Background: an optimization exercise with open tools, aiming at small area, a short achievable clock period and few clock cycles per item. Do not read the settings as production practice.
No functional check of the RTL was part of any run shown here.
Power is estimated from default activity; no workload was simulated.

==> flow/design.v, too long to show whole: its modules and the start of the top module <==
// module verilog_multiplier: 1123 lines
module verilog_multiplier(clk, rst, ready, op1, op2, res, done);
  // ...
==> flow/run.sh <==
#!/bin/bash
# synth_recipe.tcl (not shown) runs the flow's synth.tcl, then flattens the netlist and writes it again
# the make line also repeats each setting of config.mk as NAME=value (left out here)
make -C /OpenROAD-flow-scripts/flow DESIGN_CONFIG=/design/flow/config.mk WORK_HOME=/design/flow/orfs CLKGATE_MAP_FILE= SYNTH_SCRIPT=/design/flow/synth_recipe.tcl finish
==> flow/config.mk <==
export PLATFORM = sky130hd
export DESIGN_NAME = verilog_multiplier
export DESIGN_NICKNAME = verilog_multiplier
export VERILOG_FILES = /design/flow/design.v
export SDC_FILE = /design/flow/constraint.sdc
export NUM_CORES = 4
export LEC_CHECK = 0
export CAP_MARGIN = 20
export CORE_MARGIN = 2
export CORE_UTILIZATION = 40
export SETUP_SLACK_MARGIN = 3.0
export SLEW_MARGIN = 20
==> flow/constraint.sdc <==
create_clock -name core_clock -period 8.0 [get_ports {clk}]
set_input_delay 1.6000 -clock core_clock [delete_from_list [all_inputs] [get_ports {clk}]]
set_output_delay 1.6000 -clock core_clock [all_outputs]
set_load 0.01 [all_outputs]
==> flow_metrics.tcl, run 1 <==
set metrics [dict create \
    finClkSkew_ns 0.01290 \
    die_x_um 259.9 \
    critPathTopFamily "compound AO/OA/AOI/OAI gates" \
    ys_top_cells_by_area "fa_1, and2_1, dfxtp_1" \
    inv_count 479 \
    crit_type "reg2out" \
    grt_usage 0.2731 \
    worstSkewPairLatency_ns 0.38 \
    multi_input_comb_area_mm2 0.02261 \
    synth_seq_cells 111 \
    whs_ns 0.5702 \
    synth.area.mux_share 0.02689 \
    syn2layout_area_growth_pct 20.00 \
    status "finished clean" \
    nonClkBufAreaFrac 0.1043 \
    die_y_um 259.9 \
    swShare 0.5363 \
    final_cell_count_no_fill 4076 \
    grt_pass1_wl_um 141400 \
    final.setup.worst_slack_ns 1.750 \
    multi_input_area_share 0.7193 \
    drtIter0Drc 1996 \
    top_usage_layer "met2" \
    synth_area_mm2 0.02620 \
    ys_async_sr_fraction 0.02703 \
    layout.nets 3852 \
    yosys_warnings 1 \
    grt_max_degree 67 \
]
==> inputs of run 2 (changes only) <==
--- a/flow/config.mk
+++ b/flow/config.mk
@@ -8,5 +8,5 @@
 export CAP_MARGIN = 20
 export CORE_MARGIN = 2
 export CORE_UTILIZATION = 40
-export SETUP_SLACK_MARGIN = 3.0
+export SETUP_SLACK_MARGIN = 1.5
 export SLEW_MARGIN = 20
==> run 2 against run 1 <==
  * Still clean
  * Sequential power about the same
  * First-iteration DRC count fell by 9.8%
  * Maximum frequency fell by 0.95%
  * Critical endpoint is now res[5]
  * Sequential cell count stayed put
  * Die area is the same
  * Clock skew increased by 0.0021 ns
  * Largest cell class unchanged
  * Count of clock-buffer cells in the layout unchanged
==> flow_metrics.tcl, run 2 <==
set metrics [dict create \
    cts_buffers 9 \
    ys_top_cells_by_count "fa_1, inv_1, nand2_1" \
    synth_area_mm2 0.02620 \
    rsz0062_at_grt "no" \
    clock-root-buffer "clkbuf_16" \
    rr_startpoint "C[12]$_SDFF_PN0_" \
    dr.pass1.iters 6 \
    wl_um 84220 \
    min_path_cells 2 \
    drtIter0Drc 1800 \
    drive_gt1_frac 0.08464 \
    globalplace.congestion 0.9653 \
    grt_pass1_vias 22230 \
    syn-instance-count 3087 \
    r2r_setup_slack_ns 3.23 \
    largest_register_ffs 48 \
    netlist.area_leader.share 0.3707 \
    synth_cell_type_count 103 \
    finalSetupViolCount 0 \
    yosys_warnings 1 \
    avgSynthCellArea_um2 8.486 \
    cp-start-kind "register" \
    final_cell_mix "fa_1, inv_1, nand2_1" \
    hpwl_um 64760 \
    finalCritPeriodShare 0.7888 \
    yosys.cell_count.top_type "fa_1" \
    clock.fmax_mhz 158.5 \
    grt_overflow 0 \
    preCtsSetupSlack_ns 1.064 \
    port_buffers 99 \
    initial_core_util 0.4056 \
    hold_end "S[1]$_DFF_P_" \
    synth_flop_cell "dfxtp_1" \
    ant_nets 0 \
    cp-end-kind "output pin" \
    path_clk_slew_ns 0.08 \
    largest_register "S" \
    p_total_uw 11240 \
    finalWorstPathRequiredPeriod_ns 6.310 \
    worstSkewPairLatency_ns 0.37 \
    hold_buffers 0 \
    dr_total_vias 21800 \
    final_common_cell "fa_1" \
    top_regs "S x48, C x46, E x10" \
    grt_max_degree 93 \
    layout.nets 3751 \
    slew_violations 0 \
    leakage_uw 0.01365 \
    grt_usage 0.2539 \
    synth_seq_cells 111 \
    die_y_um 259.9 \
    grt_pass1_wl_um 132100 \
    r2r-end "S[19]$_DFF_P_" \
    die-area_mm2 0.06755 \
    ys_top_cells_by_area "fa_1, and2_1, dfxtp_1" \
    hold_viol_final 0 \
    rows 93 \
    ys_async_sr_fraction 0.02703 \
    hold_path.class "reg2reg" \
    hp-start "S[0]$_DFFE_PP_" \
    finClkSkew_ns 0.01497 \
    multi_input_comb_area_mm2 0.02158 \
    required_ns 6.40 \
    cp_max_fo 11 \
    worst_slew_pin_slew_ns 1.041 \
    antenna_found_initial 2 \
    fill_cells 6395 \
    max_slew_margin 0.3050 \
    crit_type "reg2out" \
    synth_edf_count 15 \
    die_x_um 259.9 \
    yosysSeqAreaShare 0.09113 \
    cp_data_arrival_time_ns 4.71 \
    syn_nets 3724 \
    final.setup.worst_slack_ns 1.690 \
    routed_via_density 5.482 \
    cts_buffer_depth 2 \
    ir_worst_vdd_mv 0.2072 \
    core_mm2 0.06458 \
    wl_per_cell_um 21.18 \
    drc 0 \
    fin_tns_setup_ns 0 \
    synth_area_leader_cell "fa_1" \
    cts_max_level 3 \
    syn2layout_area_growth_pct 11.40 \
    pwr_density_cell_mw_per_mm2 385.2 \
    cts.sinks 111 \
    cap_violations 0 \
    regArea_mm2 0.002387 \
    cts_tree "done" \
    pin_count 100 \
    reg2reg_depth 16 \
    whs_ns 0.5810 \
    status "finished clean" \
]
==> run 2: timing repair <==
item,CTS,global route
buffers inserted,12,20
endpoints found under the hold margin,0,0
gates cloned,0,1
setup endpoints to repair,33,47
resized for setup,42,91
pin swaps,7,21
==> run 2: report_power, final <==
| part | leakage (uW) | total, uW | internal [uW] | switching, uW |
|---|---|---|---|---|
| combinational | 0.0125 | 9640 | 3980 | 5670 |
| sequential | 0.000966 | 1090 | 918 | 171 |
| clock | 0.000166 | 509 | 292 | 217 |
==> run 2: how the worst max path moves through the flow <==
stage | start | to
2_1_floorplan | op2[8] | S[31]$_DFF_P_
3_3_place_gp | op1[18] | S[31]$_DFF_P_
3_5_place_dp | op1[14] | S[25]$_DFF_P_
4_1_cts | C[1]$_SDFF_PN0_ | res[13]
5_1_grt | S[32]$_DFF_P_ | res[0]
6_report | S[32]$_DFF_P_ | res[5]
==> run 2: critical path: stages, from the launching register on <==
cell and delay [ns]:
dfxtp_1 0.33, ha_4 0.31, nand2_4 0.06, or4_4 0.56
or2_0 0.23, a311o_1 0.40, a211oi_2 0.38, buf_4 0.18
or4_1 0.12, nand3_2 0.10, nor3_4 0.23, a31oi_2 0.13
buf_6 0.16, o21ai_1 0.10, or3b_4 0.44, clkbuf_16 0.20
a211oi_2 0.14, dlygate4sd2_1 0.29
==> run 2: final cells by class <==
| cell class | instances | area share |
|---|---|---|
| Antenna cell | 2 | 0.0001715 |
| Sequential cell | 111 | 0.08181 |
| Tap cell | 855 | 0.03666 |
| Inverter | 479 | 0.06162 |
| Timing Repair Buffer | 222 | 0.06873 |
| Clock inverter | 5 | 0.002701 |
| Multi-Input combinational cell | 2291 | 0.7396 |
| Clock buffer | 11 | 0.008661 |
==> run 2: cell families (layout without fill, tap and decap cells) <==
| kind of cell | Yosys count | count (layout) | share of synthesized area |
|---|---|---|---|
| other cells | 0 | 2 | 0 |
| mux | 70 | 70 | 0.02689 |
| fa+ha+maj | 570 | 570 | 0.4113 |
| compound gates | 446 | 446 | 0.1166 |
| xor+xnor | 95 | 95 | 0.03305 |
| simple gates | 1110 | 1110 | 0.2199 |
| buf+inv | 685 | 717 | 0.1011 |
| flops | 111 | 111 | 0.09113 |
==> run 2: per-layer routing <==
metal / wire length (um) / GRT usage / up-vias
li1: - / - / 9804
met1: 37070 / 0.3615 / 10980
met2: 38200 / 0.4072 / 901
met3: 6962 / 0.03879 / 106
met4: 1988 / 0.05683 / 0
met5: 0 / 0 / -
==> run 2: through the flow <==
| step | std cells | instance area [um2] | utilization |
|---|---|---|---|
| floorplan | 3087 | 26200 | - |
| global placement | 3924 | 28140 | 0.4357 |
| detailed placement | 3924 | 28140 | 0.4357 |
| CTS | 3952 | 28640 | 0.4434 |
| global route | 3974 | 29180 | 0.4518 |
| finish | 3976 | 29180 | 0.4518 |

[separate check: timing with driven ports]
Ports are ideal in the flow. The routed layouts listed here were re-timed in OpenROAD. Step 1 (the two cells are an assumption about what drives the block):
set clk [get_ports {clk}]
set_driving_cell -lib_cell sky130_fd_sc_hd__clkbuf_16 $clk
set_driving_cell -lib_cell sky130_fd_sc_hd__buf_2 [delete_from_list [all_inputs] $clk]
Step 2 moves the port delays by t, midway between the first and last clock arrival at a register: inputs arrive t later, outputs are due t later. That takes back most of the time a late clock gives input paths. a / b / c = ideal ports / drivers / drivers and shift; a / b = the first two.
run	shift t [ns]	setup WS [ns]	worst setup path after step 2	slew at the worst register clock pin (ns)
run 1	0.425	1.750 / 1.695 / 2.065	input to register	0.08 / 0.08
run 2	0.416	1.690 / 1.639 / 1.326	input to register	0.08 / 0.08
After both steps every run listed still meets setup and hold. The setup slack of run 2, which loses most, moves by -0.051 ns with the drivers and by -0.364 ns with both steps.
